Background: an optimization exercise with open tools, aiming at small area, a short achievable clock period and few clock cycles. Do not read the settings as production practice.
At most, simulation tests tie the RTL to the original design; equivalence was not proved.
No activity file was given, so power comes from the tool's default toggle rates.

==> inputs of wip/sierra <==
Design Riscv151, start of the top module:
module Riscv151 #(
    parameter CPU_CLOCK_FREQ    = 100_000_000,
    parameter RESET_PC          = 32'h4000_0000,
    parameter BAUD_RATE         = 115200
) (
    input  clk,
    input  rst,
    input  FPGA_SERIAL_RX,
    output FPGA_SERIAL_TX,
    output [31:0] csr,
    output [13:0] imem_addra,
    input  [31:0] imem_douta,
    output [13:0] imem_addrb,
    output [31:0] imem_dinb,
    output [3:0]  imem_web,
    output [11:0] bios_addra,
    input  [31:0] bios_douta,
    output [11:0] bios_addrb,
    input  [31:0] bios_doutb,
    output [13:0] dmem_addra,
    output [31:0] dmem_dina,
    output [3:0]  dmem_wea,
    input  [31:0] dmem_douta
);
    reg  [31:2] pcF;               
    reg  [3:0]  iweM;              
    reg  [31:2] pcF2;              
    reg         vF2;               
    reg  [31:0] IR;
    reg  [31:2] pcD;
    reg         vD;
    reg         offTD;             
    reg         off1D;             
    reg         okD;               
    reg         h1X, h1M, h1W;     
    reg         h2X, h2M, h2W;     
    reg         vX;
    reg  [31:0] opA, opB, aux;     
    reg  [4:0]  rdX;
    reg         wenX, ldX, stX, brX, jalrX, csrX, predX, biosX, subX, succX;
    reg  [7:0]  tagX;
    reg  [2:0]  f3X;
    reg         rAdd, rSll, rSlt, rSltu, rXor, rSr, rOr, rAnd, rAux, sraX;
    reg  [31:0] resM, wdM;
    reg  [3:0]  dweM;
    reg         stM, ldM, wenM;
    reg  [4:0]  rdM;
    reg  [2:0]  f3M;
    reg  [31:0] resW;
    reg         ldW, wenW;
    reg  [4:0]  rdW;
    reg  [2:0]  f3W;
    reg  [31:0] csr_r;
    reg  [31:0] rf [1:31];
    wire [31:0] wbW;               
    genvar gi;
    generate
        for (gi = 1; gi < 32; gi = gi + 1) begin : g_rf
            always @(posedge clk)
                if (wenW && rdW == gi) rf[gi] <= wbW;
        end
    endgenerate
    assign imem_addra = pcF[15:2];
    assign bios_addra = pcF[13:2];
    reg         bv [0:3];
    reg  [7:0]  btag [0:3];
    reg  [15:2] btgt [0:3];
    reg  [1:0]  bptr;
    wire [3:0]  bm;
    generate
        for (gi = 0; gi < 4; gi = gi + 1) begin : g_bm
  ...
export LEC_CHECK = 0
export CAP_MARGIN = 20
export CORE_MARGIN = 2
export CORE_UTILIZATION = 40
export CTS_CLUSTER_DIAMETER = 80
export CTS_CLUSTER_SIZE = 24
export SLEW_MARGIN = 20
create_clock -name core_clock -period 10.0 [get_ports {clk}]
standard.sh (not shown) runs the stock make flow with config.mk's settings and CLKGATE_MAP_FILE= SYNTH_SCRIPT=/design/flow/synth_recipe.tcl, a recipe that flattens the netlist after the stock synthesis.
==> flow/flow/run.sh <==
#!/bin/bash
set -euo pipefail
cd "$(dirname "$0")/.."
bash standard.sh SETUP_SLACK_MARGIN=6.5 "BUFFER_PORTS_ARGS=-buffer_cell sky130_fd_sc_hd__buf_2" finish > flow_make.log 2>&1
==> wip/violet (differences from wip/sierra) <==
--- a/flow/design.v
+++ b/flow/design.v
@@ -79,36 +79,33 @@
     output [11:0] bios_addrb,
     input  [31:0] bios_doutb,
     output [13:0] dmem_addra,
     output [31:0] dmem_dina,
     output [3:0]  dmem_wea,
     input  [31:0] dmem_douta
 );
     reg  [31:2] pcF;               
-    reg  [3:0]  iweM;              
     reg  [31:2] pcF2;              
     reg         vF2;               
     reg  [31:0] IR;
     reg  [31:2] pcD;
     reg         vD;
-    reg         offTD;             
-    reg         off1D;             
+    reg  [14:0] offD;              
+    reg         offFitD;           
     reg         okD;               
-    reg         h1X, h1M, h1W;     
-    reg         h2X, h2M, h2W;     
     reg         vX;
     reg  [31:0] opA, opB, aux;     
     reg  [4:0]  rdX;
     reg         wenX, ldX, stX, brX, jalrX, csrX, predX, biosX, subX, succX;
     reg  [7:0]  tagX;
     reg  [2:0]  f3X;
     reg         rAdd, rSll, rSlt, rSltu, rXor, rSr, rOr, rAnd, rAux, sraX;
     reg  [31:0] resM, wdM;
-    reg  [3:0]  dweM;
+    reg  [3:0]  dweM, iweM;
     reg         stM, ldM, wenM;
     reg  [4:0]  rdM;
     reg  [2:0]  f3M;
     reg  [31:0] resW;
     reg         ldW, wenW;
     reg  [4:0]  rdW;
     reg  [2:0]  f3W;
     reg  [31:0] csr_r;
@@ -128,23 +125,21 @@
     reg  [15:2] btgt [0:3];
     reg  [1:0]  bptr;
     wire [3:0]  bm;
     generate
         for (gi = 0; gi < 4; gi = gi + 1) begin : g_bm
             assign bm[gi] = bv[gi] && (btag[gi] == pcF[9:2]);
         end
     endgenerate
-    wire        bhit = |bm & ~(~pcF[30] & |iweM);
+    wire        bhit = |bm;
     wire [15:2] bt   = bm[0] ? btgt[0] : bm[1] ? btgt[1] : bm[2] ? btgt[2] : btgt[3];
     wire [31:0] inst = pcF2[30] ? bios_douta : imem_douta;
     wire [31:2] offF2 = pcF - pcF2;           
-    wire [31:2] immF2 = inst[3] ? {{12{inst[31]}}, inst[19:12], inst[20], inst[30:22]}    
-                                : {{20{inst[31]}}, inst[7], inst[30:25], inst[11:9]};      
-    wire [4:0]  r1F2 = inst[19:15], r2F2 = inst[24:20];
+    wire        fitF2 = (offF2[31:16] == {16{offF2[16]}});
     wire [4:0]  opc  = IR[6:2];
     wire [2:0]  f3   = IR[14:12];
     wire [4:0]  rdD  = IR[11:7];
     wire [4:0]  rs1  = IR[19:15];
     wire [4:0]  rs2  = IR[24:20];
     wire isLUI   = (opc == 5'b01101);
     wire isAUIPC = (opc == 5'b00101);
     wire isJAL   = (opc == 5'b11011);
@@ -160,18 +155,22 @@
     wire use2  = isBR | isST | isOP;
     wire [31:0] immI = {{20{IR[31]}}, IR[31:20]};
     wire [31:0] immS = {{20{IR[31]}}, IR[31:25], IR[11:7]};
     wire [31:0] immU = {IR[31:12], 12'b0};
     wire [31:2] immBJ = IR[3] ? {{12{IR[31]}}, IR[19:12], IR[20], IR[30:22]}
                               : {{20{IR[31]}}, IR[7], IR[30:25], IR[11:9]};
     wire [31:2] tgtD = pcD + immBJ;
     wire [31:2] pcD1 = pcD + 30'd1;
-    wire hazard = (use1 & ((ldX & h1X) | (ldM & h1M))) |
-                  (use2 & ((ldX & h2X) | (ldM & h2M)));
+    wire ldXw = vX & ldX & wenX;
+    wire ldMw = ldM & wenM;
+    wire hit1X = (rs1 == rdX), hit2X = (rs2 == rdX);
+    wire hit1M = (rs1 == rdM), hit2M = (rs2 == rdM);
+    wire hazard = (use1 & ((ldXw & hit1X) | (ldMw & hit1M))) |
+                  (use2 & ((ldXw & hit2X) | (ldMw & hit2M)));
     wire [31:1] oh1, oh2;
     generate
         for (gi = 1; gi < 32; gi = gi + 1) begin : g_dec
             assign oh1[gi] = (rs1 == gi);
             assign oh2[gi] = (rs2 == gi);
         end
     endgenerate
     reg [31:0] rf1, rf2;
@@ -179,40 +178,35 @@
     always @(*) begin
         rf1 = 32'd0;
         rf2 = 32'd0;
         for (k = 1; k < 32; k = k + 1) begin
             rf1 = rf1 | ({32{oh1[k]}} & rf[k]);
             rf2 = rf2 | ({32{oh2[k]}} & rf[k]);
         end
     end
-    wire fX1 = h1X & ~ldX, fX2 = h2X & ~ldX;
-    wire fM1 = h1M & ~ldM, fM2 = h2M & ~ldM;
-    wire fW1 = h1W,        fW2 = h2W;
+    wire fX1 = vX & wenX & ~ldX & hit1X;
+    wire fX2 = vX & wenX & ~ldX & hit2X;
+    wire fM1 = wenM & ~ldM & hit1M, fM2 = wenM & ~ldM & hit2M;
+    wire fW1 = wenW & (rs1 == rdW),  fW2 = wenW & (rs2 == rdW);
     wire [31:0] rs1v = fM1 ? resM : fW1 ? wbW : rf1;
     wire [31:0] rs2v = fM2 ? resM : fW2 ? wbW : rf2;
-    wire predT  = isJAL | (isBR & (offTD | IR[31]));
-    wire dWrong = vD & ~okD & ~isJALR & (predT ? ~offTD : ~off1D);
+    wire offIsT = offFitD && (offD == immBJ[16:2]) && (immBJ[31:17] == {15{offD[14]}});
+    wire offIs1 = offFitD && (offD == 15'd1);
+    wire predT  = isJAL | (isBR & (offIsT | IR[31]));
+    wire dWrong = vD & ~okD & ~isJALR & (predT ? ~offIsT : ~offIs1);
     wire [31:2] dTarget = predT ? tgtD : pcD1;
     wire [31:0] A = opA;
     wire [31:0] B = opB;
     wire [32:0] sum = {1'b0, A} + {1'b0, B ^ {32{subX}}} + {32'd0, subX};
     wire ltu = ~sum[32];
     wire lt  = (A[31] ^ B[31]) ? A[31] : sum[31];
     wire eq  = (A == B);
-    wire [31:0] Arev, shOut, shl;
-    generate
-        for (gi = 0; gi < 32; gi = gi + 1) begin : g_rev
-            assign Arev[gi] = A[31 - gi];
-            assign shl[gi]  = shOut[31 - gi];
-        end
-    endgenerate
-    wire [31:0] shIn  = rSll ? Arev : A;
-    assign shOut = $signed({sraX & ~rSll & A[31], shIn}) >>> B[4:0];
-    wire [31:0] shr   = shOut;
+    wire [31:0] shl = A << B[4:0];
+    wire [31:0] shr = $signed({sraX & A[31], A}) >>> B[4:0];
     wire [31:0] resX = ({32{rAdd}}  & sum[31:0]) |
                        ({32{rSll}}  & shl) |
                        ({32{rSlt}}  & {31'd0, lt}) |
                        ({32{rSltu}} & {31'd0, ltu}) |
                        ({32{rXor}}  & (A ^ B)) |
                        ({32{rSr}}   & shr) |
                        ({32{rOr}}   & (A | B)) |
                        ({32{rAnd}}  & (A & B)) |
@@ -249,31 +243,20 @@
             else if (bhit)      pcF <= {pcF[31:16], bt};
             else                pcF <= pcF + 30'd1;
             vF2 <= ~(xRedirect | dRedir | refetch);
             if (xRedirect)  vD <= 1'b0;
             else if (advD)  vD <= vF2 & ~dRedir;
         end
         pcF2 <= pcF;
         if (advD) begin
-            h1X <= vD & wenD & (r1F2 == rdD);
-            h1M <= vX & wenX & (r1F2 == rdX);
-            h1W <= wenM & (r1F2 == rdM);
-            h2X <= vD & wenD & (r2F2 == rdD);
-            h2M <= vX & wenX & (r2F2 == rdX);
-            h2W <= wenM & (r2F2 == rdM);
-        end else begin
-            h1X <= 1'b0; h1M <= h1X; h1W <= h1M;
-            h2X <= 1'b0; h2M <= h2X; h2W <= h2M;
-        end
-        if (advD) begin
             IR      <= inst;
             pcD     <= pcF2;
-            offTD   <= (offF2 == immF2);
-            off1D   <= (offF2 == 30'd1);
+            offD    <= offF2[16:2];
+            offFitD <= fitF2;
             okD     <= 1'b0;
         end else if (dRedir) begin
             okD     <= 1'b1;
         end
     end
     reg         xInsM, xDropM;
     reg  [7:0]  xTagM;
     reg  [15:2] xTgtM;
==> flow/flow/run.sh (replaced) <==
#!/bin/bash
set -euo pipefail
cd "$(dirname "$0")/.."
bash standard.sh SETUP_SLACK_MARGIN=6.5 finish > flow_make.log 2>&1
==> flow/config.mk (replaced) <==
export PLATFORM = sky130hd
export DESIGN_NAME = Riscv151
export DESIGN_NICKNAME = Riscv151
export VERILOG_FILES = /design/flow/design.v
export SDC_FILE = /design/flow/constraint.sdc
export NUM_CORES = 8
export LEC_CHECK = 0
export CAP_MARGIN = 20
export CORE_MARGIN = 2
export CORE_UTILIZATION = 55
export CTS_CLUSTER_DIAMETER = 80
export CTS_CLUSTER_SIZE = 24
export SLEW_MARGIN = 20
==> wip/amber (differences from wip/sierra) <==
--- a/flow/design.v
+++ b/flow/design.v
@@ -85,21 +85,19 @@
 );
     reg  [31:2] pcF;               
     reg  [3:0]  iweM;              
     reg  [31:2] pcF2;              
     reg         vF2;               
     reg  [31:0] IR;
     reg  [31:2] pcD;
     reg         vD;
-    reg         offTD;             
-    reg         off1D;             
+    reg  [14:0] offD;              
+    reg         offFitD;           
     reg         okD;               
-    reg         h1X, h1M, h1W;     
-    reg         h2X, h2M, h2W;     
     reg         vX;
     reg  [31:0] opA, opB, aux;     
     reg  [4:0]  rdX;
     reg         wenX, ldX, stX, brX, jalrX, csrX, predX, biosX, subX, succX;
     reg  [7:0]  tagX;
     reg  [2:0]  f3X;
     reg         rAdd, rSll, rSlt, rSltu, rXor, rSr, rOr, rAnd, rAux, sraX;
     reg  [31:0] resM, wdM;
@@ -132,19 +130,17 @@
         for (gi = 0; gi < 4; gi = gi + 1) begin : g_bm
             assign bm[gi] = bv[gi] && (btag[gi] == pcF[9:2]);
         end
     endgenerate
     wire        bhit = |bm & ~(~pcF[30] & |iweM);
     wire [15:2] bt   = bm[0] ? btgt[0] : bm[1] ? btgt[1] : bm[2] ? btgt[2] : btgt[3];
     wire [31:0] inst = pcF2[30] ? bios_douta : imem_douta;
     wire [31:2] offF2 = pcF - pcF2;           
-    wire [31:2] immF2 = inst[3] ? {{12{inst[31]}}, inst[19:12], inst[20], inst[30:22]}    
-                                : {{20{inst[31]}}, inst[7], inst[30:25], inst[11:9]};      
-    wire [4:0]  r1F2 = inst[19:15], r2F2 = inst[24:20];
+    wire        fitF2 = (offF2[31:16] == {16{offF2[16]}});
     wire [4:0]  opc  = IR[6:2];
     wire [2:0]  f3   = IR[14:12];
     wire [4:0]  rdD  = IR[11:7];
     wire [4:0]  rs1  = IR[19:15];
     wire [4:0]  rs2  = IR[24:20];
     wire isLUI   = (opc == 5'b01101);
     wire isAUIPC = (opc == 5'b00101);
     wire isJAL   = (opc == 5'b11011);
@@ -160,18 +156,22 @@
     wire use2  = isBR | isST | isOP;
     wire [31:0] immI = {{20{IR[31]}}, IR[31:20]};
     wire [31:0] immS = {{20{IR[31]}}, IR[31:25], IR[11:7]};
     wire [31:0] immU = {IR[31:12], 12'b0};
     wire [31:2] immBJ = IR[3] ? {{12{IR[31]}}, IR[19:12], IR[20], IR[30:22]}
                               : {{20{IR[31]}}, IR[7], IR[30:25], IR[11:9]};
     wire [31:2] tgtD = pcD + immBJ;
     wire [31:2] pcD1 = pcD + 30'd1;
-    wire hazard = (use1 & ((ldX & h1X) | (ldM & h1M))) |
-                  (use2 & ((ldX & h2X) | (ldM & h2M)));
+    wire ldXw = vX & ldX & wenX;
+    wire ldMw = ldM & wenM;
+    wire hit1X = (rs1 == rdX), hit2X = (rs2 == rdX);
+    wire hit1M = (rs1 == rdM), hit2M = (rs2 == rdM);
+    wire hazard = (use1 & ((ldXw & hit1X) | (ldMw & hit1M))) |
+                  (use2 & ((ldXw & hit2X) | (ldMw & hit2M)));
     wire [31:1] oh1, oh2;
     generate
         for (gi = 1; gi < 32; gi = gi + 1) begin : g_dec
             assign oh1[gi] = (rs1 == gi);
             assign oh2[gi] = (rs2 == gi);
         end
     endgenerate
     reg [31:0] rf1, rf2;
@@ -179,23 +179,26 @@
     always @(*) begin
         rf1 = 32'd0;
         rf2 = 32'd0;
         for (k = 1; k < 32; k = k + 1) begin
             rf1 = rf1 | ({32{oh1[k]}} & rf[k]);
             rf2 = rf2 | ({32{oh2[k]}} & rf[k]);
         end
     end
-    wire fX1 = h1X & ~ldX, fX2 = h2X & ~ldX;
-    wire fM1 = h1M & ~ldM, fM2 = h2M & ~ldM;
-    wire fW1 = h1W,        fW2 = h2W;
+    wire fX1 = vX & wenX & ~ldX & hit1X;
+    wire fX2 = vX & wenX & ~ldX & hit2X;
+    wire fM1 = wenM & ~ldM & hit1M, fM2 = wenM & ~ldM & hit2M;
+    wire fW1 = wenW & (rs1 == rdW),  fW2 = wenW & (rs2 == rdW);
     wire [31:0] rs1v = fM1 ? resM : fW1 ? wbW : rf1;
     wire [31:0] rs2v = fM2 ? resM : fW2 ? wbW : rf2;
-    wire predT  = isJAL | (isBR & (offTD | IR[31]));
-    wire dWrong = vD & ~okD & ~isJALR & (predT ? ~offTD : ~off1D);
+    wire offIsT = offFitD && (offD == immBJ[16:2]) && (immBJ[31:17] == {15{offD[14]}});
+    wire offIs1 = offFitD && (offD == 15'd1);
+    wire predT  = isJAL | (isBR & (offIsT | IR[31]));
+    wire dWrong = vD & ~okD & ~isJALR & (predT ? ~offIsT : ~offIs1);
     wire [31:2] dTarget = predT ? tgtD : pcD1;
     wire [31:0] A = opA;
     wire [31:0] B = opB;
     wire [32:0] sum = {1'b0, A} + {1'b0, B ^ {32{subX}}} + {32'd0, subX};
     wire ltu = ~sum[32];
     wire lt  = (A[31] ^ B[31]) ? A[31] : sum[31];
     wire eq  = (A == B);
     wire [31:0] Arev, shOut, shl;
@@ -249,31 +252,20 @@
             else if (bhit)      pcF <= {pcF[31:16], bt};
             else                pcF <= pcF + 30'd1;
             vF2 <= ~(xRedirect | dRedir | refetch);
             if (xRedirect)  vD <= 1'b0;
             else if (advD)  vD <= vF2 & ~dRedir;
         end
         pcF2 <= pcF;
         if (advD) begin
-            h1X <= vD & wenD & (r1F2 == rdD);
-            h1M <= vX & wenX & (r1F2 == rdX);
-            h1W <= wenM & (r1F2 == rdM);
-            h2X <= vD & wenD & (r2F2 == rdD);
-            h2M <= vX & wenX & (r2F2 == rdX);
-            h2W <= wenM & (r2F2 == rdM);
-        end else begin
-            h1X <= 1'b0; h1M <= h1X; h1W <= h1M;
-            h2X <= 1'b0; h2M <= h2X; h2W <= h2M;
-        end
-        if (advD) begin
             IR      <= inst;
             pcD     <= pcF2;
-            offTD   <= (offF2 == immF2);
-            off1D   <= (offF2 == 30'd1);
+            offD    <= offF2[16:2];
+            offFitD <= fitF2;
             okD     <= 1'b0;
         end else if (dRedir) begin
             okD     <= 1'b1;
         end
     end
     reg         xInsM, xDropM;
     reg  [7:0]  xTagM;
     reg  [15:2] xTgtM;
==> flow/config.mk (replaced) <==
export PLATFORM = sky130hd
export DESIGN_NAME = Riscv151
export DESIGN_NICKNAME = Riscv151
export VERILOG_FILES = /design/flow/design.v
export SDC_FILE = /design/flow/constraint.sdc
export NUM_CORES = 8
export LEC_CHECK = 0
export CAP_MARGIN = 30
export CORE_MARGIN = 2
export CORE_UTILIZATION = 40
export CTS_CLUSTER_DIAMETER = 80
export CTS_CLUSTER_SIZE = 24
export PLACE_DENSITY = 0.8
export SLEW_MARGIN = 30
==> notes <==
wip/sierra finished but failed the layout checks on capacitance limit, slew limit. wip/amber finished clean. wip/violet finished with timing, DRC and antenna clean.
Cell area, highest first: wip/violet, wip/amber, wip/sierra.
The lowest clock power belongs to wip/violet, the highest to wip/sierra.
Between wip/sierra and wip/violet, the lower first-iteration DRC count is in wip/sierra (gap about 10%, measured against wip/violet).
Die area, lowest first: wip/violet, wip/sierra, wip/amber.
Of wip/amber and wip/violet, wip/violet has the higher routed wire length (gap 2.1%, measured against wip/violet).
Cell count: wip/sierra is higher than wip/violet (about 2.8%).
Critical path depth: wip/amber < wip/violet < wip/sierra.
Total power: wip/amber < wip/violet < wip/sierra.
Of wip/violet and wip/sierra, wip/violet has the higher count of clock-buffer cells in the layout (gap 14).
Between wip/amber and wip/sierra, the lower register-to-register slack is in wip/sierra (gap 0.12 ns).
Testbench counts of wip/violet, summed over its fixed seeds: cycles 224,474.
Testbench counts of wip/amber, summed over its fixed seeds: cycles 224,474.
No functional check of the RTL was part of wip/sierra.

## port drivers added, routing unchanged
How much do the figures lean on ideal ports? The routed layouts below were timed once more, with nothing changed but the port constraints. Step 1: set_driving_cell puts a clkbuf_16 on clk and a buf_2 on each other input, an assumption about the parent block. Step 2 adds t to the input delays and takes it off the output delays; t is the mean of the earliest and latest rising clock arrival at the registers after step 1. Input paths then give back, and output paths get back, about the clock's delay inside the block. Slacks: ideal ports / drivers / drivers and shift; pairs: ideal ports / drivers.
run	t (ns)	setup slack, ns	worst hold slack (ns)
wip/sierra	0.910	5.766 / 5.815 / 4.905	0.333 / 0.333 / 0.333
wip/violet	0.852	6.014 / 6.014 / 5.239	0.333 / 0.333 / 0.333
wip/amber	0.889	5.988 / 6.002 / 5.151	0.315 / 0.315 / 0.315
For wip/sierra, which loses most, drivers alone change the setup slack by +0.049 ns; drivers and shift together by -0.861 ns.
